Background: an optimization exercise with open tools, aiming at small area and a short achievable clock period. Do not read the settings as production practice. At most, simulation tests tie the RTL to the original design; equivalence was not proved. Only the layout flow was run in run 1; the RTL was not checked for function there.

## config.mk

```make
export PLATFORM = sky130hd
export DESIGN_NAME = multiplier_16bit
export DESIGN_NICKNAME = multiplier_16bit
export VERILOG_FILES = /design/flow/design.v
export SDC_FILE = /design/flow/constraint.sdc
export NUM_CORES = 4
export LEC_CHECK = 0
export ABC_AREA = 1
export CAP_MARGIN = 20
export CORE_MARGIN = 2
export CORE_UTILIZATION = 40
export SLEW_MARGIN = 20
```

## constraint.sdc

```tcl
create_clock -name core_clock -period 20.0 [get_ports {clk}]
set_input_delay 4.0000 -clock core_clock [delete_from_list [all_inputs] [get_ports {clk}]]
set_output_delay 4.0000 -clock core_clock [all_outputs]
set_load 0.01 [all_outputs]
```

## design.v

```verilog
`timescale 1ns / 1ps
module multiplier_16bit (
    input  wire clk,
    input  wire rst,
    input  wire signed [15:0] a,
    input  wire signed [15:0] b,
    output reg  signed [31:0] product,
    output reg  signed [15:0] a_out,
    output reg  signed [15:0] b_out
);
    wire [15:0] ag = a & {16{~rst}};
    wire [31:0] accg = product & {32{~rst}};
    wire one0 = b[0] ^ 1'b0;
    wire two0 = (b[1] & ~b[0] & ~1'b0) | (~b[1] & b[0] & 1'b0);
    wire neg0 = b[1];
    wire [16:0] x0;
    assign x0[0] = ((one0 & ag[0]) | (two0 & 1'b0)) ^ neg0;
    assign x0[1] = ((one0 & ag[1]) | (two0 & ag[0])) ^ neg0;
    assign x0[2] = ((one0 & ag[2]) | (two0 & ag[1])) ^ neg0;
    assign x0[3] = ((one0 & ag[3]) | (two0 & ag[2])) ^ neg0;
    assign x0[4] = ((one0 & ag[4]) | (two0 & ag[3])) ^ neg0;
    assign x0[5] = ((one0 & ag[5]) | (two0 & ag[4])) ^ neg0;
    assign x0[6] = ((one0 & ag[6]) | (two0 & ag[5])) ^ neg0;
    assign x0[7] = ((one0 & ag[7]) | (two0 & ag[6])) ^ neg0;
    assign x0[8] = ((one0 & ag[8]) | (two0 & ag[7])) ^ neg0;
    assign x0[9] = ((one0 & ag[9]) | (two0 & ag[8])) ^ neg0;
    assign x0[10] = ((one0 & ag[10]) | (two0 & ag[9])) ^ neg0;
    assign x0[11] = ((one0 & ag[11]) | (two0 & ag[10])) ^ neg0;
    assign x0[12] = ((one0 & ag[12]) | (two0 & ag[11])) ^ neg0;
    assign x0[13] = ((one0 & ag[13]) | (two0 & ag[12])) ^ neg0;
    assign x0[14] = ((one0 & ag[14]) | (two0 & ag[13])) ^ neg0;
    assign x0[15] = ((one0 & ag[15]) | (two0 & ag[14])) ^ neg0;
    assign x0[16] = ((one0 & ag[15]) | (two0 & ag[15])) ^ neg0;
    wire one1 = b[2] ^ b[1];
    wire two1 = (b[3] & ~b[2] & ~b[1]) | (~b[3] & b[2] & b[1]);
    wire neg1 = b[3];
    wire [16:0] x1;
    assign x1[0] = ((one1 & ag[0]) | (two1 & 1'b0)) ^ neg1;
    assign x1[1] = ((one1 & ag[1]) | (two1 & ag[0])) ^ neg1;
    assign x1[2] = ((one1 & ag[2]) | (two1 & ag[1])) ^ neg1;
    assign x1[3] = ((one1 & ag[3]) | (two1 & ag[2])) ^ neg1;
    assign x1[4] = ((one1 & ag[4]) | (two1 & ag[3])) ^ neg1;
    assign x1[5] = ((one1 & ag[5]) | (two1 & ag[4])) ^ neg1;
    assign x1[6] = ((one1 & ag[6]) | (two1 & ag[5])) ^ neg1;
    assign x1[7] = ((one1 & ag[7]) | (two1 & ag[6])) ^ neg1;
    assign x1[8] = ((one1 & ag[8]) | (two1 & ag[7])) ^ neg1;
    assign x1[9] = ((one1 & ag[9]) | (two1 & ag[8])) ^ neg1;
    assign x1[10] = ((one1 & ag[10]) | (two1 & ag[9])) ^ neg1;
    assign x1[11] = ((one1 & ag[11]) | (two1 & ag[10])) ^ neg1;
    assign x1[12] = ((one1 & ag[12]) | (two1 & ag[11])) ^ neg1;
    assign x1[13] = ((one1 & ag[13]) | (two1 & ag[12])) ^ neg1;
    assign x1[14] = ((one1 & ag[14]) | (two1 & ag[13])) ^ neg1;
    assign x1[15] = ((one1 & ag[15]) | (two1 & ag[14])) ^ neg1;
    assign x1[16] = ((one1 & ag[15]) | (two1 & ag[15])) ^ neg1;
    wire one2 = b[4] ^ b[3];
    wire two2 = (b[5] & ~b[4] & ~b[3]) | (~b[5] & b[4] & b[3]);
    wire neg2 = b[5];
    wire [16:0] x2;
    assign x2[0] = ((one2 & ag[0]) | (two2 & 1'b0)) ^ neg2;
    assign x2[1] = ((one2 & ag[1]) | (two2 & ag[0])) ^ neg2;
    assign x2[2] = ((one2 & ag[2]) | (two2 & ag[1])) ^ neg2;
    assign x2[3] = ((one2 & ag[3]) | (two2 & ag[2])) ^ neg2;
    assign x2[4] = ((one2 & ag[4]) | (two2 & ag[3])) ^ neg2;
    assign x2[5] = ((one2 & ag[5]) | (two2 & ag[4])) ^ neg2;
    assign x2[6] = ((one2 & ag[6]) | (two2 & ag[5])) ^ neg2;
    assign x2[7] = ((one2 & ag[7]) | (two2 & ag[6])) ^ neg2;
    assign x2[8] = ((one2 & ag[8]) | (two2 & ag[7])) ^ neg2;
    assign x2[9] = ((one2 & ag[9]) | (two2 & ag[8])) ^ neg2;
    assign x2[10] = ((one2 & ag[10]) | (two2 & ag[9])) ^ neg2;
    assign x2[11] = ((one2 & ag[11]) | (two2 & ag[10])) ^ neg2;
    assign x2[12] = ((one2 & ag[12]) | (two2 & ag[11])) ^ neg2;
    assign x2[13] = ((one2 & ag[13]) | (two2 & ag[12])) ^ neg2;
    assign x2[14] = ((one2 & ag[14]) | (two2 & ag[13])) ^ neg2;
    assign x2[15] = ((one2 & ag[15]) | (two2 & ag[14])) ^ neg2;
    assign x2[16] = ((one2 & ag[15]) | (two2 & ag[15])) ^ neg2;
    wire one3 = b[6] ^ b[5];
    wire two3 = (b[7] & ~b[6] & ~b[5]) | (~b[7] & b[6] & b[5]);
    wire neg3 = b[7];
    wire [16:0] x3;
    assign x3[0] = ((one3 & ag[0]) | (two3 & 1'b0)) ^ neg3;
    assign x3[1] = ((one3 & ag[1]) | (two3 & ag[0])) ^ neg3;
    assign x3[2] = ((one3 & ag[2]) | (two3 & ag[1])) ^ neg3;
    assign x3[3] = ((one3 & ag[3]) | (two3 & ag[2])) ^ neg3;
    assign x3[4] = ((one3 & ag[4]) | (two3 & ag[3])) ^ neg3;
    assign x3[5] = ((one3 & ag[5]) | (two3 & ag[4])) ^ neg3;
    assign x3[6] = ((one3 & ag[6]) | (two3 & ag[5])) ^ neg3;
    assign x3[7] = ((one3 & ag[7]) | (two3 & ag[6])) ^ neg3;
    assign x3[8] = ((one3 & ag[8]) | (two3 & ag[7])) ^ neg3;
    assign x3[9] = ((one3 & ag[9]) | (two3 & ag[8])) ^ neg3;
    assign x3[10] = ((one3 & ag[10]) | (two3 & ag[9])) ^ neg3;
    assign x3[11] = ((one3 & ag[11]) | (two3 & ag[10])) ^ neg3;
    assign x3[12] = ((one3 & ag[12]) | (two3 & ag[11])) ^ neg3;
    assign x3[13] = ((one3 & ag[13]) | (two3 & ag[12])) ^ neg3;
    assign x3[14] = ((one3 & ag[14]) | (two3 & ag[13])) ^ neg3;
    assign x3[15] = ((one3 & ag[15]) | (two3 & ag[14])) ^ neg3;
    assign x3[16] = ((one3 & ag[15]) | (two3 & ag[15])) ^ neg3;
    wire one4 = b[8] ^ b[7];
    wire two4 = (b[9] & ~b[8] & ~b[7]) | (~b[9] & b[8] & b[7]);
    wire neg4 = b[9];
    wire [16:0] x4;
    assign x4[0] = ((one4 & ag[0]) | (two4 & 1'b0)) ^ neg4;
    assign x4[1] = ((one4 & ag[1]) | (two4 & ag[0])) ^ neg4;
    assign x4[2] = ((one4 & ag[2]) | (two4 & ag[1])) ^ neg4;
    assign x4[3] = ((one4 & ag[3]) | (two4 & ag[2])) ^ neg4;
    assign x4[4] = ((one4 & ag[4]) | (two4 & ag[3])) ^ neg4;
    assign x4[5] = ((one4 & ag[5]) | (two4 & ag[4])) ^ neg4;
    assign x4[6] = ((one4 & ag[6]) | (two4 & ag[5])) ^ neg4;
    assign x4[7] = ((one4 & ag[7]) | (two4 & ag[6])) ^ neg4;
    assign x4[8] = ((one4 & ag[8]) | (two4 & ag[7])) ^ neg4;
    assign x4[9] = ((one4 & ag[9]) | (two4 & ag[8])) ^ neg4;
    assign x4[10] = ((one4 & ag[10]) | (two4 & ag[9])) ^ neg4;
    assign x4[11] = ((one4 & ag[11]) | (two4 & ag[10])) ^ neg4;
    assign x4[12] = ((one4 & ag[12]) | (two4 & ag[11])) ^ neg4;
    assign x4[13] = ((one4 & ag[13]) | (two4 & ag[12])) ^ neg4;
    assign x4[14] = ((one4 & ag[14]) | (two4 & ag[13])) ^ neg4;
    assign x4[15] = ((one4 & ag[15]) | (two4 & ag[14])) ^ neg4;
    assign x4[16] = ((one4 & ag[15]) | (two4 & ag[15])) ^ neg4;
    wire one5 = b[10] ^ b[9];
    wire two5 = (b[11] & ~b[10] & ~b[9]) | (~b[11] & b[10] & b[9]);
    wire neg5 = b[11];
    wire [16:0] x5;
    assign x5[0] = ((one5 & ag[0]) | (two5 & 1'b0)) ^ neg5;
    assign x5[1] = ((one5 & ag[1]) | (two5 & ag[0])) ^ neg5;
    assign x5[2] = ((one5 & ag[2]) | (two5 & ag[1])) ^ neg5;
    assign x5[3] = ((one5 & ag[3]) | (two5 & ag[2])) ^ neg5;
    assign x5[4] = ((one5 & ag[4]) | (two5 & ag[3])) ^ neg5;
    assign x5[5] = ((one5 & ag[5]) | (two5 & ag[4])) ^ neg5;
    assign x5[6] = ((one5 & ag[6]) | (two5 & ag[5])) ^ neg5;
    assign x5[7] = ((one5 & ag[7]) | (two5 & ag[6])) ^ neg5;
    assign x5[8] = ((one5 & ag[8]) | (two5 & ag[7])) ^ neg5;
    assign x5[9] = ((one5 & ag[9]) | (two5 & ag[8])) ^ neg5;
    assign x5[10] = ((one5 & ag[10]) | (two5 & ag[9])) ^ neg5;
    assign x5[11] = ((one5 & ag[11]) | (two5 & ag[10])) ^ neg5;
    assign x5[12] = ((one5 & ag[12]) | (two5 & ag[11])) ^ neg5;
    assign x5[13] = ((one5 & ag[13]) | (two5 & ag[12])) ^ neg5;
    assign x5[14] = ((one5 & ag[14]) | (two5 & ag[13])) ^ neg5;
    assign x5[15] = ((one5 & ag[15]) | (two5 & ag[14])) ^ neg5;
    assign x5[16] = ((one5 & ag[15]) | (two5 & ag[15])) ^ neg5;
    wire one6 = b[12] ^ b[11];
    wire two6 = (b[13] & ~b[12] & ~b[11]) | (~b[13] & b[12] & b[11]);
    wire neg6 = b[13];
    wire [16:0] x6;
    assign x6[0] = ((one6 & ag[0]) | (two6 & 1'b0)) ^ neg6;
    assign x6[1] = ((one6 & ag[1]) | (two6 & ag[0])) ^ neg6;
    assign x6[2] = ((one6 & ag[2]) | (two6 & ag[1])) ^ neg6;
    assign x6[3] = ((one6 & ag[3]) | (two6 & ag[2])) ^ neg6;
    assign x6[4] = ((one6 & ag[4]) | (two6 & ag[3])) ^ neg6;
    assign x6[5] = ((one6 & ag[5]) | (two6 & ag[4])) ^ neg6;
    assign x6[6] = ((one6 & ag[6]) | (two6 & ag[5])) ^ neg6;
    assign x6[7] = ((one6 & ag[7]) | (two6 & ag[6])) ^ neg6;
    assign x6[8] = ((one6 & ag[8]) | (two6 & ag[7])) ^ neg6;
    assign x6[9] = ((one6 & ag[9]) | (two6 & ag[8])) ^ neg6;
    assign x6[10] = ((one6 & ag[10]) | (two6 & ag[9])) ^ neg6;
    assign x6[11] = ((one6 & ag[11]) | (two6 & ag[10])) ^ neg6;
    assign x6[12] = ((one6 & ag[12]) | (two6 & ag[11])) ^ neg6;
    assign x6[13] = ((one6 & ag[13]) | (two6 & ag[12])) ^ neg6;
    assign x6[14] = ((one6 & ag[14]) | (two6 & ag[13])) ^ neg6;
    assign x6[15] = ((one6 & ag[15]) | (two6 & ag[14])) ^ neg6;
    assign x6[16] = ((one6 & ag[15]) | (two6 & ag[15])) ^ neg6;
    wire one7 = b[14] ^ b[13];
    wire two7 = (b[15] & ~b[14] & ~b[13]) | (~b[15] & b[14] & b[13]);
    wire neg7 = b[15];
    wire [16:0] x7;
    assign x7[0] = ((one7 & ag[0]) | (two7 & 1'b0)) ^ neg7;
    assign x7[1] = ((one7 & ag[1]) | (two7 & ag[0])) ^ neg7;
    assign x7[2] = ((one7 & ag[2]) | (two7 & ag[1])) ^ neg7;
    assign x7[3] = ((one7 & ag[3]) | (two7 & ag[2])) ^ neg7;
    assign x7[4] = ((one7 & ag[4]) | (two7 & ag[3])) ^ neg7;
    assign x7[5] = ((one7 & ag[5]) | (two7 & ag[4])) ^ neg7;
    assign x7[6] = ((one7 & ag[6]) | (two7 & ag[5])) ^ neg7;
    assign x7[7] = ((one7 & ag[7]) | (two7 & ag[6])) ^ neg7;
    assign x7[8] = ((one7 & ag[8]) | (two7 & ag[7])) ^ neg7;
    assign x7[9] = ((one7 & ag[9]) | (two7 & ag[8])) ^ neg7;
    assign x7[10] = ((one7 & ag[10]) | (two7 & ag[9])) ^ neg7;
    assign x7[11] = ((one7 & ag[11]) | (two7 & ag[10])) ^ neg7;
    assign x7[12] = ((one7 & ag[12]) | (two7 & ag[11])) ^ neg7;
    assign x7[13] = ((one7 & ag[13]) | (two7 & ag[12])) ^ neg7;
    assign x7[14] = ((one7 & ag[14]) | (two7 & ag[13])) ^ neg7;
    assign x7[15] = ((one7 & ag[15]) | (two7 & ag[14])) ^ neg7;
    assign x7[16] = ((one7 & ag[15]) | (two7 & ag[15])) ^ neg7;
    wire s0 = accg[0] ^ neg0 ^ x0[0];
    wire c1 = (accg[0] & neg0) | (accg[0] & x0[0]) | (neg0 & x0[0]);
    wire s2 = accg[1] ^ x0[1] ^ c1;
    wire c3 = (accg[1] & x0[1]) | (accg[1] & c1) | (x0[1] & c1);
    wire s4 = accg[2] ^ neg1 ^ x0[2];
    wire c5 = (accg[2] & neg1) | (accg[2] & x0[2]) | (neg1 & x0[2]);
    wire s6 = x1[0] ^ s4 ^ c3;
    wire c7 = (x1[0] & s4) | (x1[0] & c3) | (s4 & c3);
    wire s8 = accg[3] ^ x0[3] ^ x1[1];
    wire c9 = (accg[3] & x0[3]) | (accg[3] & x1[1]) | (x0[3] & x1[1]);
    wire s10 = c5 ^ s8 ^ c7;
    wire c11 = (c5 & s8) | (c5 & c7) | (s8 & c7);
    wire s12 = accg[4] ^ neg2 ^ x0[4];
    wire c13 = (accg[4] & neg2) | (accg[4] & x0[4]) | (neg2 & x0[4]);
    wire s14 = x1[2] ^ x2[0] ^ c9;
    wire c15 = (x1[2] & x2[0]) | (x1[2] & c9) | (x2[0] & c9);
    wire s16 = s12 ^ s14 ^ c11;
    wire c17 = (s12 & s14) | (s12 & c11) | (s14 & c11);
    wire s18 = accg[5] ^ x0[5] ^ x1[3];
    wire c19 = (accg[5] & x0[5]) | (accg[5] & x1[3]) | (x0[5] & x1[3]);
    wire s20 = x2[1] ^ c13 ^ s18;
    wire c21 = (x2[1] & c13) | (x2[1] & s18) | (c13 & s18);
    wire s22 = c15 ^ s20;
    wire c23 = c15 & s20;
    wire s24 = accg[6] ^ neg3 ^ x0[6];
    wire c25 = (accg[6] & neg3) | (accg[6] & x0[6]) | (neg3 & x0[6]);
    wire s26 = x1[4] ^ x2[2] ^ x3[0];
    wire c27 = (x1[4] & x2[2]) | (x1[4] & x3[0]) | (x2[2] & x3[0]);
    wire s28 = c19 ^ s24 ^ s26;
    wire c29 = (c19 & s24) | (c19 & s26) | (s24 & s26);
    wire s30 = c21 ^ s28 ^ c23;
    wire c31 = (c21 & s28) | (c21 & c23) | (s28 & c23);
    wire s32 = accg[7] ^ x0[7] ^ x1[5];
    wire c33 = (accg[7] & x0[7]) | (accg[7] & x1[5]) | (x0[7] & x1[5]);
    wire s34 = x2[3] ^ x3[1] ^ c25;
    wire c35 = (x2[3] & x3[1]) | (x2[3] & c25) | (x3[1] & c25);
    wire s36 = c27 ^ s32 ^ s34;
    wire c37 = (c27 & s32) | (c27 & s34) | (s32 & s34);
    wire s38 = c29 ^ s36 ^ c31;
    wire c39 = (c29 & s36) | (c29 & c31) | (s36 & c31);
    wire s40 = accg[8] ^ neg4 ^ x0[8];
    wire c41 = (accg[8] & neg4) | (accg[8] & x0[8]) | (neg4 & x0[8]);
    wire s42 = x1[6] ^ x2[4] ^ x3[2];
    wire c43 = (x1[6] & x2[4]) | (x1[6] & x3[2]) | (x2[4] & x3[2]);
    wire s44 = x4[0] ^ c33 ^ s40;
    wire c45 = (x4[0] & c33) | (x4[0] & s40) | (c33 & s40);
    wire s46 = s42 ^ c35 ^ s44;
    wire c47 = (s42 & c35) | (s42 & s44) | (c35 & s44);
    wire s48 = c37 ^ s46;
    wire c49 = c37 & s46;
    wire s50 = accg[9] ^ x0[9] ^ x1[7];
    wire c51 = (accg[9] & x0[9]) | (accg[9] & x1[7]) | (x0[9] & x1[7]);
    wire s52 = x2[5] ^ x3[3] ^ x4[1];
    wire c53 = (x2[5] & x3[3]) | (x2[5] & x4[1]) | (x3[3] & x4[1]);
    wire s54 = c41 ^ c43 ^ s50;
    wire c55 = (c41 & c43) | (c41 & s50) | (c43 & s50);
    wire s56 = s52 ^ c45 ^ s54;
    wire c57 = (s52 & c45) | (s52 & s54) | (c45 & s54);
    wire s58 = c47 ^ s56;
    wire c59 = c47 & s56;
    wire s60 = accg[10] ^ neg5 ^ x0[10];
    wire c61 = (accg[10] & neg5) | (accg[10] & x0[10]) | (neg5 & x0[10]);
    wire s62 = x1[8] ^ x2[6] ^ x3[4];
    wire c63 = (x1[8] & x2[6]) | (x1[8] & x3[4]) | (x2[6] & x3[4]);
    wire s64 = x4[2] ^ x5[0] ^ c51;
    wire c65 = (x4[2] & x5[0]) | (x4[2] & c51) | (x5[0] & c51);
    wire s66 = c53 ^ s60 ^ s62;
    wire c67 = (c53 & s60) | (c53 & s62) | (s60 & s62);
    wire s68 = s64 ^ c55 ^ s66;
    wire c69 = (s64 & c55) | (s64 & s66) | (c55 & s66);
    wire s70 = c57 ^ s68;
    wire c71 = c57 & s68;
    wire s72 = accg[11] ^ x0[11] ^ x1[9];
    wire c73 = (accg[11] & x0[11]) | (accg[11] & x1[9]) | (x0[11] & x1[9]);
    wire s74 = x2[7] ^ x3[5] ^ x4[3];
    wire c75 = (x2[7] & x3[5]) | (x2[7] & x4[3]) | (x3[5] & x4[3]);
    wire s76 = x5[1] ^ c61 ^ c63;
    wire c77 = (x5[1] & c61) | (x5[1] & c63) | (c61 & c63);
    wire s78 = s72 ^ s74 ^ c65;
    wire c79 = (s72 & s74) | (s72 & c65) | (s74 & c65);
    wire s80 = s76 ^ c67 ^ s78;
    wire c81 = (s76 & c67) | (s76 & s78) | (c67 & s78);
    wire s82 = c69 ^ c71;
    wire c83 = c69 & c71;
    wire s84 = accg[12] ^ neg6 ^ x0[12];
    wire c85 = (accg[12] & neg6) | (accg[12] & x0[12]) | (neg6 & x0[12]);
    wire s86 = x1[10] ^ x2[8] ^ x3[6];
    wire c87 = (x1[10] & x2[8]) | (x1[10] & x3[6]) | (x2[8] & x3[6]);
    wire s88 = x4[4] ^ x5[2] ^ x6[0];
    wire c89 = (x4[4] & x5[2]) | (x4[4] & x6[0]) | (x5[2] & x6[0]);
    wire s90 = c73 ^ c75 ^ s84;
    wire c91 = (c73 & c75) | (c73 & s84) | (c75 & s84);
    wire s92 = s86 ^ s88 ^ c77;
    wire c93 = (s86 & s88) | (s86 & c77) | (s88 & c77);
    wire s94 = s90 ^ c79 ^ s92;
    wire c95 = (s90 & c79) | (s90 & s92) | (c79 & s92);
    wire s96 = c81 ^ s94;
    wire c97 = c81 & s94;
    wire s98 = accg[13] ^ x0[13] ^ x1[11];
    wire c99 = (accg[13] & x0[13]) | (accg[13] & x1[11]) | (x0[13] & x1[11]);
    wire s100 = x2[9] ^ x3[7] ^ x4[5];
    wire c101 = (x2[9] & x3[7]) | (x2[9] & x4[5]) | (x3[7] & x4[5]);
    wire s102 = x5[3] ^ x6[1] ^ c85;
    wire c103 = (x5[3] & x6[1]) | (x5[3] & c85) | (x6[1] & c85);
    wire s104 = c87 ^ c89 ^ s98;
    wire c105 = (c87 & c89) | (c87 & s98) | (c89 & s98);
    wire s106 = s100 ^ s102 ^ c91;
    wire c107 = (s100 & s102) | (s100 & c91) | (s102 & c91);
    wire s108 = s104 ^ c93 ^ s106;
    wire c109 = (s104 & c93) | (s104 & s106) | (c93 & s106);
    wire s110 = c95 ^ s108;
    wire c111 = c95 & s108;
    wire s112 = accg[14] ^ neg7 ^ x0[14];
    wire c113 = (accg[14] & neg7) | (accg[14] & x0[14]) | (neg7 & x0[14]);
    wire s114 = x1[12] ^ x2[10] ^ x3[8];
    wire c115 = (x1[12] & x2[10]) | (x1[12] & x3[8]) | (x2[10] & x3[8]);
    wire s116 = x4[6] ^ x5[4] ^ x6[2];
    wire c117 = (x4[6] & x5[4]) | (x4[6] & x6[2]) | (x5[4] & x6[2]);
    wire s118 = x7[0] ^ c99 ^ c101;
    wire c119 = (x7[0] & c99) | (x7[0] & c101) | (c99 & c101);
    wire s120 = s112 ^ s114 ^ s116;
    wire c121 = (s112 & s114) | (s112 & s116) | (s114 & s116);
    wire s122 = c103 ^ s118 ^ c105;
    wire c123 = (c103 & s118) | (c103 & c105) | (s118 & c105);
    wire s124 = s120 ^ c107 ^ s122;
    wire c125 = (s120 & c107) | (s120 & s122) | (c107 & s122);
    wire s126 = c109 ^ s124;
    wire c127 = c109 & s124;
    wire s128 = accg[15] ^ x0[15] ^ x1[13];
    wire c129 = (accg[15] & x0[15]) | (accg[15] & x1[13]) | (x0[15] & x1[13]);
    wire s130 = x2[11] ^ x3[9] ^ x4[7];
    wire c131 = (x2[11] & x3[9]) | (x2[11] & x4[7]) | (x3[9] & x4[7]);
    wire s132 = x5[5] ^ x6[3] ^ x7[1];
    wire c133 = (x5[5] & x6[3]) | (x5[5] & x7[1]) | (x6[3] & x7[1]);
    wire s134 = c113 ^ c115 ^ c117;
    wire c135 = (c113 & c115) | (c113 & c117) | (c115 & c117);
    wire s136 = s128 ^ s130 ^ s132;
    wire c137 = (s128 & s130) | (s128 & s132) | (s130 & s132);
    wire s138 = c119 ^ s134 ^ c121;
    wire c139 = (c119 & s134) | (c119 & c121) | (s134 & c121);
    wire s140 = s136 ^ c123 ^ s138;
    wire c141 = (s136 & c123) | (s136 & s138) | (c123 & s138);
    wire s142 = c125 ^ s140;
    wire c143 = c125 & s140;
    wire s144 = 1'b1 ^ accg[16] ^ ~x0[16];
    wire c145 = (1'b1 & accg[16]) | (1'b1 & ~x0[16]) | (accg[16] & ~x0[16]);
    wire s146 = x1[14] ^ x2[12] ^ x3[10];
    wire c147 = (x1[14] & x2[12]) | (x1[14] & x3[10]) | (x2[12] & x3[10]);
    wire s148 = x4[8] ^ x5[6] ^ x6[4];
    wire c149 = (x4[8] & x5[6]) | (x4[8] & x6[4]) | (x5[6] & x6[4]);
    wire s150 = x7[2] ^ c129 ^ c131;
    wire c151 = (x7[2] & c129) | (x7[2] & c131) | (c129 & c131);
    wire s152 = c133 ^ s144 ^ s146;
    wire c153 = (c133 & s144) | (c133 & s146) | (s144 & s146);
    wire s154 = s148 ^ c135 ^ s150;
    wire c155 = (s148 & c135) | (s148 & s150) | (c135 & s150);
    wire s156 = c137 ^ s152 ^ c139;
    wire c157 = (c137 & s152) | (c137 & c139) | (s152 & c139);
    wire s158 = s154 ^ c141 ^ s156;
    wire c159 = (s154 & c141) | (s154 & s156) | (c141 & s156);
    wire s160 = 1'b1 ^ accg[17] ^ x1[15];
    wire c161 = (1'b1 & accg[17]) | (1'b1 & x1[15]) | (accg[17] & x1[15]);
    wire s162 = x2[13] ^ x3[11] ^ x4[9];
    wire c163 = (x2[13] & x3[11]) | (x2[13] & x4[9]) | (x3[11] & x4[9]);
    wire s164 = x5[7] ^ x6[5] ^ x7[3];
    wire c165 = (x5[7] & x6[5]) | (x5[7] & x7[3]) | (x6[5] & x7[3]);
    wire s166 = c145 ^ c147 ^ c149;
    wire c167 = (c145 & c147) | (c145 & c149) | (c147 & c149);
    wire s168 = s160 ^ s162 ^ s164;
    wire c169 = (s160 & s162) | (s160 & s164) | (s162 & s164);
    wire s170 = c151 ^ s166 ^ c153;
    wire c171 = (c151 & s166) | (c151 & c153) | (s166 & c153);
    wire s172 = s168 ^ c155 ^ s170;
    wire c173 = (s168 & c155) | (s168 & s170) | (c155 & s170);
    wire s174 = c157 ^ s172;
    wire c175 = c157 & s172;
    wire s176 = accg[18] ^ ~x1[16] ^ x2[14];
    wire c177 = (accg[18] & ~x1[16]) | (accg[18] & x2[14]) | (~x1[16] & x2[14]);
    wire s178 = x3[12] ^ x4[10] ^ x5[8];
    wire c179 = (x3[12] & x4[10]) | (x3[12] & x5[8]) | (x4[10] & x5[8]);
    wire s180 = x6[6] ^ x7[4] ^ c161;
    wire c181 = (x6[6] & x7[4]) | (x6[6] & c161) | (x7[4] & c161);
    wire s182 = c163 ^ c165 ^ s176;
    wire c183 = (c163 & c165) | (c163 & s176) | (c165 & s176);
    wire s184 = s178 ^ c167 ^ s180;
    wire c185 = (s178 & c167) | (s178 & s180) | (c167 & s180);
    wire s186 = c169 ^ s182 ^ c171;
    wire c187 = (c169 & s182) | (c169 & c171) | (s182 & c171);
    wire s188 = s184 ^ c173 ^ s186;
    wire c189 = (s184 & c173) | (s184 & s186) | (c173 & s186);
    wire s190 = 1'b1 ^ accg[19] ^ x2[15];
    wire c191 = (1'b1 & accg[19]) | (1'b1 & x2[15]) | (accg[19] & x2[15]);
    wire s192 = x3[13] ^ x4[11] ^ x5[9];
    wire c193 = (x3[13] & x4[11]) | (x3[13] & x5[9]) | (x4[11] & x5[9]);
    wire s194 = x6[7] ^ x7[5] ^ c177;
    wire c195 = (x6[7] & x7[5]) | (x6[7] & c177) | (x7[5] & c177);
    wire s196 = c179 ^ s190 ^ s192;
    wire c197 = (c179 & s190) | (c179 & s192) | (s190 & s192);
    wire s198 = c181 ^ s194 ^ c183;
    wire c199 = (c181 & s194) | (c181 & c183) | (s194 & c183);
    wire s200 = s196 ^ c185 ^ s198;
    wire c201 = (s196 & c185) | (s196 & s198) | (c185 & s198);
    wire s202 = c187 ^ s200;
    wire c203 = c187 & s200;
    wire s204 = accg[20] ^ ~x2[16] ^ x3[14];
    wire c205 = (accg[20] & ~x2[16]) | (accg[20] & x3[14]) | (~x2[16] & x3[14]);
    wire s206 = x4[12] ^ x5[10] ^ x6[8];
    wire c207 = (x4[12] & x5[10]) | (x4[12] & x6[8]) | (x5[10] & x6[8]);
    wire s208 = x7[6] ^ c191 ^ c193;
    wire c209 = (x7[6] & c191) | (x7[6] & c193) | (c191 & c193);
    wire s210 = s204 ^ s206 ^ c195;
    wire c211 = (s204 & s206) | (s204 & c195) | (s206 & c195);
    wire s212 = s208 ^ c197 ^ c199;
    wire c213 = (s208 & c197) | (s208 & c199) | (c197 & c199);
    wire s214 = s210 ^ c201 ^ s212;
    wire c215 = (s210 & c201) | (s210 & s212) | (c201 & s212);
    wire s216 = 1'b1 ^ accg[21] ^ x3[15];
    wire c217 = (1'b1 & accg[21]) | (1'b1 & x3[15]) | (accg[21] & x3[15]);
    wire s218 = x4[13] ^ x5[11] ^ x6[9];
    wire c219 = (x4[13] & x5[11]) | (x4[13] & x6[9]) | (x5[11] & x6[9]);
    wire s220 = x7[7] ^ c205 ^ c207;
    wire c221 = (x7[7] & c205) | (x7[7] & c207) | (c205 & c207);
    wire s222 = s216 ^ s218 ^ c209;
    wire c223 = (s216 & s218) | (s216 & c209) | (s218 & c209);
    wire s224 = s220 ^ c211 ^ s222;
    wire c225 = (s220 & c211) | (s220 & s222) | (c211 & s222);
    wire s226 = c213 ^ s224;
    wire c227 = c213 & s224;
    wire s228 = accg[22] ^ ~x3[16] ^ x4[14];
    wire c229 = (accg[22] & ~x3[16]) | (accg[22] & x4[14]) | (~x3[16] & x4[14]);
    wire s230 = x5[12] ^ x6[10] ^ x7[8];
    wire c231 = (x5[12] & x6[10]) | (x5[12] & x7[8]) | (x6[10] & x7[8]);
    wire s232 = c217 ^ c219 ^ s228;
    wire c233 = (c217 & c219) | (c217 & s228) | (c219 & s228);
    wire s234 = s230 ^ c221 ^ s232;
    wire c235 = (s230 & c221) | (s230 & s232) | (c221 & s232);
    wire s236 = c223 ^ s234 ^ c225;
    wire c237 = (c223 & s234) | (c223 & c225) | (s234 & c225);
    wire s238 = 1'b1 ^ accg[23] ^ x4[15];
    wire c239 = (1'b1 & accg[23]) | (1'b1 & x4[15]) | (accg[23] & x4[15]);
    wire s240 = x5[13] ^ x6[11] ^ x7[9];
    wire c241 = (x5[13] & x6[11]) | (x5[13] & x7[9]) | (x6[11] & x7[9]);
    wire s242 = c229 ^ c231 ^ s238;
    wire c243 = (c229 & c231) | (c229 & s238) | (c231 & s238);
    wire s244 = s240 ^ c233 ^ s242;
    wire c245 = (s240 & c233) | (s240 & s242) | (c233 & s242);
    wire s246 = c235 ^ s244;
    wire c247 = c235 & s244;
    wire s248 = accg[24] ^ ~x4[16] ^ x5[14];
    wire c249 = (accg[24] & ~x4[16]) | (accg[24] & x5[14]) | (~x4[16] & x5[14]);
    wire s250 = x6[12] ^ x7[10] ^ c239;
    wire c251 = (x6[12] & x7[10]) | (x6[12] & c239) | (x7[10] & c239);
    wire s252 = c241 ^ s248 ^ s250;
    wire c253 = (c241 & s248) | (c241 & s250) | (s248 & s250);
    wire s254 = c243 ^ c245 ^ s252;
    wire c255 = (c243 & c245) | (c243 & s252) | (c245 & s252);
    wire s256 = 1'b1 ^ accg[25] ^ x5[15];
    wire c257 = (1'b1 & accg[25]) | (1'b1 & x5[15]) | (accg[25] & x5[15]);
    wire s258 = x6[13] ^ x7[11] ^ c249;
    wire c259 = (x6[13] & x7[11]) | (x6[13] & c249) | (x7[11] & c249);
    wire s260 = s256 ^ c251 ^ s258;
    wire c261 = (s256 & c251) | (s256 & s258) | (c251 & s258);
    wire s262 = c253 ^ s260;
    wire c263 = c253 & s260;
    wire s264 = accg[26] ^ ~x5[16] ^ x6[14];
    wire c265 = (accg[26] & ~x5[16]) | (accg[26] & x6[14]) | (~x5[16] & x6[14]);
    wire s266 = x7[12] ^ c257 ^ s264;
    wire c267 = (x7[12] & c257) | (x7[12] & s264) | (c257 & s264);
    wire s268 = c259 ^ s266 ^ c261;
    wire c269 = (c259 & s266) | (c259 & c261) | (s266 & c261);
    wire s270 = 1'b1 ^ accg[27] ^ x6[15];
    wire c271 = (1'b1 & accg[27]) | (1'b1 & x6[15]) | (accg[27] & x6[15]);
    wire s272 = x7[13] ^ c265 ^ s270;
    wire c273 = (x7[13] & c265) | (x7[13] & s270) | (c265 & s270);
    wire s274 = c267 ^ s272;
    wire c275 = c267 & s272;
    wire s276 = accg[28] ^ ~x6[16] ^ x7[14];
    wire c277 = (accg[28] & ~x6[16]) | (accg[28] & x7[14]) | (~x6[16] & x7[14]);
    wire s278 = c271 ^ s276 ^ c273;
    wire c279 = (c271 & s276) | (c271 & c273) | (s276 & c273);
    wire s280 = 1'b1 ^ accg[29] ^ x7[15];
    wire c281 = (1'b1 & accg[29]) | (1'b1 & x7[15]) | (accg[29] & x7[15]);
    wire s282 = c277 ^ s280 ^ c279;
    wire c283 = (c277 & s280) | (c277 & c279) | (s280 & c279);
    wire s284 = accg[30] ^ ~x7[16] ^ c281;
    wire c285 = (accg[30] & ~x7[16]) | (accg[30] & c281) | (~x7[16] & c281);
    wire s286 = 1'b1 ^ accg[31] ^ c285;
    wire c287 = (1'b1 & accg[31]) | (1'b1 & c285) | (accg[31] & c285);
    wire [31:0] r0 = {s286, s284, s282, c275, s274, c263, s262, c247, s246, c227, s226, c203, s202, c175, s174, c143, c127, c111, c97, c83, s80, c59, c49, s48, s38, s30, s22, s16, s10, s6, s2, s0};
    wire [31:0] r1 = {1'b0, c283, 1'b0, s278, c269, s268, c255, s254, c237, s236, c215, s214, c189, s188, c159, s158, s142, s126, s110, s96, s82, s70, s58, c39, 1'b0, 1'b0, c17, 1'b0, 1'b0, 1'b0, 1'b0, 1'b0};
    wire [31:0] sum;
    cpa ucpa (r0, r1, sum);
    always @(posedge clk) begin
        product <= sum;
        a_out   <= ag;
        b_out   <= b & {16{~rst}};
    end
endmodule
module cpa (input wire [31:0] a, input wire [31:0] b, output wire [31:0] s);
    assign s = a + b;
endmodule
```

## flow/run.sh

```bash
#!/bin/bash
# Standard synthesis and layout, but with repair_timing aiming for extra setup slack so the
# resizer speeds up the critical paths (the clock constraint itself is unchanged).
set -euo pipefail
MARGIN=$(cat flow/setup_margin.txt)
bash standard.sh synth > synth.log 2>&1
SETUP_SLACK_MARGIN=$MARGIN bash standard.sh finish > layout.log 2>&1
```

## flow/setup_margin.txt

```
12
```

## standard.sh

```bash
#!/bin/bash
# synth_recipe.tcl (not shown) runs the flow's synth.tcl, then flattens the netlist and writes it again
# the make line also repeats each setting of config.mk as NAME=value (left out here)
make -C /OpenROAD-flow-scripts/flow DESIGN_CONFIG=/design/flow/config.mk WORK_HOME=/design/flow/orfs CLKGATE_MAP_FILE= SYNTH_SCRIPT=/design/flow/synth_recipe.tcl "${@:-finish}"
```

==> results of run 1 <==
Yosys cell counts, drive strengths merged (2+ instances only):
| cell type | number |
|---|---|
| o21bai | 2 |
| o21ai | 7 |
| xnor2 | 3 |
| o22ai | 119 |
| buf | 50 |
| xor2 | 139 |
| ha | 47 |
| inv | 247 |
| a21oi | 13 |
| nand3 | 35 |
| nand3b | 2 |
| nand2 | 258 |
| and2 | 2 |
| nand4 | 7 |
| nor2 | 65 |
| dfxtp | 64 |
| nor3 | 3 |
| clkbuf | 6 |
| fa | 119 |
| a31oi | 2 |
per-stage QoR:
step	instances	util (%)
final	1701	59.88
after global routing	1701	59.88
after CTS	1678	56.41
after detailed placement	1521	47.16
after global placement	1521	47.16
after floorplan	1193	-
repair_timing:
item / in CTS / in global routing
setup endpoints to repair: 26 / 21
pin swaps: 85 / 76
cloned: 5 / 0
setup buffers: 136 / 23
resized for setup: 248 / 129
registers in the layout, summed over array words and instances, names as in the netlist:
name / count
a_out: 16
b_out: 16
product: 32
worst min-delay path by stage:
stage               cells past startpoint        from          to
floorplan                               2  product[0]  product[0]
global placement                        2  product[0]  product[0]
detailed placement                      2  product[0]  product[0]
CTS                                     2  product[0]  product[0]
global route                            2  product[0]  product[0]
finish                                  2  product[0]  product[0]
layer usage:
layer  global-route usage (%)  wire length, um  vias up
met5                        0                0        -
met1                    37.10            13940     4336
met3                    4.237             2930      133
met4                    11.45             1734        0
met2                    43.49            15520      551
li1                         -                -     4111
kinds of logic after synthesis:
logic type,count (synthesis)
xor+xnor,142
buf+inv,303
simple gates,374
compound gates,144
flops,64
fa+ha+maj,166
layout make-up:
class,instances,area share [%]
Clock buffer,9,1.656
Timing Repair inverter,3,0.5061
Inverter,247,7.481
Timing Repair Buffer,259,17.41
Multi-Input combinational cell,827,60.15
Clock inverter,7,0.7545
Tap cell,285,2.622
Sequential cell,64,9.422
worst max-delay path, stage by stage:
cell,delay (ns)
buf_16,0.11
clkinvlp_4,0.13
buf_12,0.15
nand2_8,0.07
nand2_8,0.08
buf_6,0.13
o22ai_4,0.15
xor2_2,0.11
fa_2,0.41
fa_1,0.55
inv_1,0.05
fa_2,0.53
inv_2,0.04
fa_1,0.51
inv_2,0.05
ha_4,0.26
ha_4,0.21
nand2_2,0.06
nand2_2,0.06
nand2_2,0.07
nand2_2,0.07
nand3b_1,0.25
nand2_2,0.14
nand2_1,0.07
nand2_1,0.07
nand2_1,0.04
==> notes.md, run 1 <==
* Top post-synthesis cells by area: fa_1, dfxtp_1, xor2_1
* Drt first pass iters at 5
* Main combinational cell family by area after synthesis: adder cells
* Root Buffer Master: clkbuf_16
* Critical path origin: b[9]
* Synth Area in Simple Gates at between 10% and 20%
* Drt drc at 0
* Vias in the first global route at 9,132
* # setup viols final at 0
* Total CTS buffers at 9
* Commonest non-fill, non-tap cell in the layout: inv_1
* Crit path time final at 8.140 ns
* Clk buf depth at 2
* RSZ-0062 raised after global routing: yes
* Die area at 24,470 um^2
* Finished Cell Area at 13,600 um^2
* HP Class: register to register
* Initial Util at about two fifths
* Synth Flop Type: dfxtp_1
* Share of the synthesized area in the top cell type at approximately a quarter
* Layout cell share with drive strength beyond 1 at 32.56%
* Post-synthesis instance total at 1,193
* Antenna violation net count after detailed routing at 0
* Share of the yosys chip area belonging to registers at 13.79%
* Max Slew Vio Count at 0
* Grt ovf at 0
* Tcrit/Tclk final at between 40% and 50%
* Worst Tran Pin Value at 0.5070 ns
* Ant diodes at 0
* Max_slew headroom at 65.84%
* Reg area at 1281 um^2
* Post-synthesis async set-or-reset flop share at 0%
* Io pins at ~100
* Synth Area in XOR/XNOR at a little over an eighth
* Post-synth EDFFs at 0
* Adder-Cell Fraction of Synth Area at between 30% and 40%
* Worst setup path endpoint: product[25]
* Final nets at 1,611
* Fillers at approximately 1,800
* Footprint of the multi-input gates at 8179 um^2
* Syn Area/Cell at roughly 7.8 um^2
* CTS tree: built
* DRT iter0 DRCs at around 900
* Routability cong. at approximately 0.91
* Final hold violations at 0
* Worst setup path class: input pin to register
* Final wirelength at around 34 mm
* Cell Area, Synth at between 9000 and 10,000 um^2
* First-pass GRT wire length at slightly above 50 mm
* Area Overhead vs Synth at 46.31%
* R2R depth at 18
* Commonest non-fill, non-tap cells in the layout: inv_1, nand2_1, buf_4
* Maximum Capacitance Violations at 0
* Post-synth net total at ~1,400
* Via/cell ratio at 5.368
* Mux contribution to synthesized area at 0%
* Worst-skew pair later-pin latency at between 0.3 and 0.4 ns
* Seq cells post-synth at 64
* Routed via count at ~9,000
* CP Launch Type: input pin
* Worst Path Arrival at 8.40 ns
* Netlist cell types at 32
* IO buf count at 97
* Dpl hpwl at 21.56 mm
* Max Freq at 122.9 MHz
* Cell Area, Placed at roughly 11,000 um^2
* Peak fanout along the critical path at 5
* Clock sink count at 64
* Die Wd at between 150 and 200 um
* Crit Reg-Reg Endpoint: product[25]
* Place WS at roughly 9.8 ns
* GRT Resource Usage Total at 27.33%
* Post-route setup slack at roughly 12 ns
* FF-to-FF Start: product[18]
* Die height at 156.4 um
* Yosys warns at 1
* Clock transition at the registers of the reported paths at ~0.070 ns
* Clock skew at roughly 0.017 ns
* Post-DR wirelength/cell at around 20 um
* Status: complete, no violations
* Reg-to-reg setup timing slack at roughly 16 ns
* Hold-fix buffers, CTS at 0
* Synth area leader: fa_1
* Rows at between 50 and 60
* Worst EP required at 20.26 ns
* Core area at roughly 23,000 um^2
* H-tree levels at 3
* Pin count of the biggest net entering global routing at 21
* Setup TNS at 0 ns
* Compound-cell area share of the yosys netlist at a little under a tenth
* Fin Hold WS at around 0.52 ns
* Antenna violations before repair at 0
* CP Capture Type: register
==> run 2, diff against run 1 <==
--- a/design.v
+++ b/design.v
@@ -470,4 +470,3 @@
     wire [31:0] r1 = {1'b0, c283, 1'b0, s278, c269, s268, c255, s254, c237, s236, c215, s214, c189, s188, c159, s158, s142, s126, s110, s96, s82, s70, s58, c39, 1'b0, 1'b0, c17, 1'b0, 1'b0, 1'b0, 1'b0, 1'b0};
-    wire [31:0] sum;
-    cpa ucpa (r0, r1, sum);
+    wire [31:0] sum = r0 + r1;
     always @(posedge clk) begin
@@ -478,4 +477 @@
 endmodule
-module cpa (input wire [31:0] a, input wire [31:0] b, output wire [31:0] s);
-    assign s = a + b;
-endmodule
==> run.sh (new file) <==
#!/bin/bash
# synth_recipe.tcl (not shown) runs the flow's synth.tcl, then flattens the netlist and writes it again
# the make line also repeats each setting of config.mk as NAME=value (left out here)
make -C /OpenROAD-flow-scripts/flow DESIGN_CONFIG=/design/flow/config.mk WORK_HOME=/design/flow/orfs CLKGATE_MAP_FILE= SYNTH_SCRIPT=/design/flow/synth_recipe.tcl finish
removed: flow/run.sh
removed: flow/setup_margin.txt
removed: standard.sh
==> run 2 against run 1 <==
  * Critical endpoint is now product[19]
  * Utilization is 14 points lower
  * Worst hold slack worse by 0.0011 ns
  * Cell area is 22% lower
  * Cell count is 7.6% lower
  * Critical path type unchanged
==> notes.md, run 2 <==
* Hold path start: product[0] (unchanged)
* IO buf count at 97 (unchanged)
* Dpl hpwl at 21.19 mm (was 21.56 mm)
* Routability cong. at 1.002 (was 0.9144)
* Commonest non-fill, non-tap cell in the layout: inv_1 (unchanged)
* Die area at 24,670 um^2 (was 24,470 um^2)
* Clock sink count at 64 (unchanged)
* Hold-fix buffers, CTS at 0 (unchanged)
* Rows at 56 (was 55)
* Cell Area, Synth at 9373 um^2 (was 9294 um^2)
* Top flop regs: product x32, a_out x16, b_out x16 (unchanged)
* Setup TNS at 0 ns (unchanged)
* Initial Util at 40.29% (was 40.93%)
* Worst EP required at 20.28 ns (was 20.26 ns)
* CTS tree: built (unchanged)
* Worst path cell trace: clkdlybuf4s50_1 -> inv_1 -> nand2_1 -> nand2_1 -> nand2_1 -> o22ai_1 -> xor2_1 -> fa_1 -> inv_1 -> fa_1 -> fa_1 -> inv_1 -> fa_1 -> fa_1 -> inv_1 -> ha_1 -> nand2_1 -> nor2_1 -> nand2_1 -> o21bai_1 -> nand3_1 -> xor2_1
* Count leader, synth: inv_1 (unchanged)
* CP Launch Type: input pin (unchanged)
* Pin count of the biggest net entering global routing at 41 (was 21)
* Post-synth net total at 1,393 (unchanged)
* Worst Path Arrival at 10.80 ns (was 8.40 ns)
* Synth Flop Type: dfxtp_1 (unchanged)
* R2R depth at 16 (was 18)
* Syn Area/Cell at 7.856 um^2 (was 7.790 um^2)
* Max Slew Vio Count at 0 (unchanged)
* Place WS at 9.307 ns (was 9.801 ns)
* Max Freq at 95.01 MHz (was 122.9 MHz)
* Root Buffer Master: clkbuf_16 (unchanged)
* Seq cells post-synth at 64 (unchanged)
* Tcrit/Tclk final at 52.63% (was 40.70%)
* HP Class: register to register (unchanged)
* Area Overhead vs Synth at 13.66% (was 46.31%)
* CP Capture Type: register (unchanged)
* Hold worst-path end: product[0] (unchanged)
* Routed via count at 7,971 (was 9,131)
* Share of the synthesized area in the top cell type at 25.42% (was 25.63%)
* WHS Path Cells at 2 (unchanged)
* Fillers at 2,329 (was 1,846)
* Io pins at 98 (unchanged)
* Worst Tran Pin Value at 0.8002 ns (was 0.5070 ns)
* Ant diodes at 0 (unchanged)
* Synth top cells by count: inv_1, nand2_1, xor2_1 (unchanged)
* RSZ-0062 raised after global routing: no (was yes)
* Critical path buffer and inverter count at 5 (was 7)
* Layout cell share with drive strength beyond 1 at 4.712% (was 32.56%)
* Final hold violations at 0 (unchanged)
* Drt drc at 0 (unchanged)
* Synth area leader: fa_1 (unchanged)
* Post-synth EDFFs at 0 (unchanged)
* Crit path time final at 10.53 ns (was 8.140 ns)
* GRT Resource Usage Total at 22.93% (was 27.33%)
* Top delay family on crit path: adder cells (unchanged)
* Commonest non-fill, non-tap cells in the layout: inv_1, nand2_1, xor2_1 (was inv_1, nand2_1, buf_4)
* Die height at 157.1 um (was 156.4 um)
* Share of the yosys chip area belonging to registers at 13.67% (was 13.79%)
* Crit Reg-Reg Endpoint: product[19] (was product[25])
* Worst-skew pair later-pin latency at 0.36 ns (about the same)
* Top post-synthesis cells by area: fa_1, dfxtp_1, xor2_1 (unchanged)
* Finished Cell Area at 10,650 um^2 (was 13,600 um^2)
* First-pass GRT wire length at 43.48 mm (was 51.20 mm)
* Total CTS buffers at 9 (unchanged)
* Post-synthesis instance total at 1,193 (unchanged)
* Final wirelength at 27.27 mm (was 34.12 mm)
* CP max-delay cell: clkdlybuf4s50_1 (was fa_1)
* Setup repair bufs after CTS at 0 (was 136)
* Drt first pass iters at 5 (unchanged)
* Slowest stage delay, CP at 0.99 ns (was 0.55 ns)
* Antenna violations before repair at 0 (unchanged)
* FF-to-FF Start: product[14] (was product[18])
* Grt ovf at 0 (unchanged)
* Via/cell ratio at 5.074 (was 5.368)
* Number of flip-flops under the largest register name at 32 (unchanged)
* Post-synthesis async set-or-reset flop share at 0% (unchanged)
* Clock transition at the registers of the reported paths at 0.06 ns (was 0.07 ns)
* Max_slew headroom at 46.49% (was 65.84%)
* Resize count post-CTS at 0 (was 248)
* Post-DR wirelength/cell at 17.36 um (was 20.06 um)
* Reg area at 1281 um^2 (unchanged)
* Die Wd at 157.1 um (was 156.4 um)
* Footprint of the multi-input gates at 6718 um^2 (was 8179 um^2)
* H-tree levels at 3 (unchanged)
* Vias in the first global route at 7,868 (was 9,132)
* Antenna violation net count after detailed routing at 0 (unchanged)
* Maximum Capacitance Violations at 0 (unchanged)
* # setup viols final at 0 (unchanged)
* Status: complete, no violations (unchanged)
* Post-route setup slack at 9.474 ns (was 11.86 ns)
* Clock skew at 0.008557 ns (was 0.01684 ns)
* Cell Area, Placed at 10,330 um^2 (was 10,710 um^2)
* Worst setup path class: input pin to register (unchanged)
* Peak fanout along the critical path at 15 (was 5)
* Util after Layout at 45.79% (was 59.88%)
* Biggest register: product (unchanged)
* Final nets at 1,447 (was 1,611)
* Core area at 23,260 um^2 (was 22,710 um^2)
* Clk buf depth at 2 (unchanged)
* Yosys warns at 1 (unchanged)
* Netlist cell types at 35 (was 32)
* DRT iter0 DRCs at 682 (was 912)
* Reg-to-reg setup timing slack at 15.44 ns (was 15.94 ns)
-- run 2: metrics by stage --
stage / cells / hold WS (ns)
floorplan: 1193 / 0.5320
global placement: 1555 / 0.5060
detailed placement: 1555 / 0.5159
CTS: 1571 / 0.5260
global route: 1571 / 0.5506
finish: 1571 / 0.5212
-- run 2: final cells by class --
| class | instances | share of cell area, % |
|---|---|---|
| Timing Repair Buffer | 99 | 9.255 |
| Clock inverter | 7 | 0.8926 |
| Inverter | 248 | 8.903 |
| Sequential cell | 64 | 12.03 |
| Multi-Input combinational cell | 825 | 63.06 |
| Clock buffer | 9 | 2.114 |
| Tap cell | 319 | 3.747 |
-- run 2: how the worst max path moves through the flow --
stage / from / to / slack (ns) / depth (start not counted)
5_1_grt: b[9] / product[19] / 9.31 / 22
3_3_place_gp: b[9] / product[19] / 9.43 / 22
2_1_floorplan: b[5] / product[19] / 11.52 / 20
6_report: b[9] / product[19] / 9.47 / 22
4_1_cts: b[9] / product[19] / 9.65 / 22
3_5_place_dp: b[9] / product[19] / 9.31 / 22
-- run 2: cells by family (layout without fill, tap and decap cells) --
logic type                 count (synthesis)  in the layout  synth area share [%]
and+or+nand+nor                          375            375                 17.23
buffers and inverters                    304            363                 14.66
adders and majority gates                166            166                 31.69
AOI/OAI and AO/OA                        143            143                 9.572
xor gates and xnor gates                 141            141                 13.18
DFF                                       64             64                 13.67
-- run 2: metal layers --
layer,track usage [%],vias to the layer above,share of wire (%)
met4,5.844,0,1.9
met1,32.78,3805,47
met3,3.607,38,6.5
li1,-,3788,-
met2,36.28,340,44
met5,0,-,0
-- run 2: worst register-to-register path, cell delays in order (launching register included) --
cell and delay (ns):
dfxtp_1 0.38, inv_1 0.07, nor2_1 0.12, fa_1 0.44
fa_1 0.41, fa_1 0.42, inv_1 0.09, fa_1 0.43
fa_1 0.56, inv_1 0.05, ha_1 0.36, nand2_1 0.11
nor2_1 0.34, nand2_1 0.23, o21bai_1 0.24, nand3_1 0.10
xor2_1 0.16

-- re-timing with driven ports --
No port has a modelled driver above. Below, the same layouts with a new extraction and two added sets of constraints.
Step 1: set_driving_cell puts a clkbuf_16 on clk and a buf_2 on each other input, an assumption about the parent block.
Step 2 adds t to the input delays and takes it off the output delays; t is the mean of the earliest and latest rising clock arrival at the registers after step 1. Input paths then give back, and output paths get back, about the clock's delay inside the block.
Slacks: ideal / step 1 / step 2; pairs: ideal / step 1.
run	shift t [ns]	setup slack, ns	worst data-port slew with drivers (ns)
run 1	0.397	11.860 / 11.822 / 11.425	0.08
run 2	0.397	9.474 / 9.496 / 9.100	0.05
After both steps setup and hold are still met in every run listed. For run 1, which loses most, drivers alone change the setup slack by -0.038 ns; drivers and shift together by -0.435 ns.
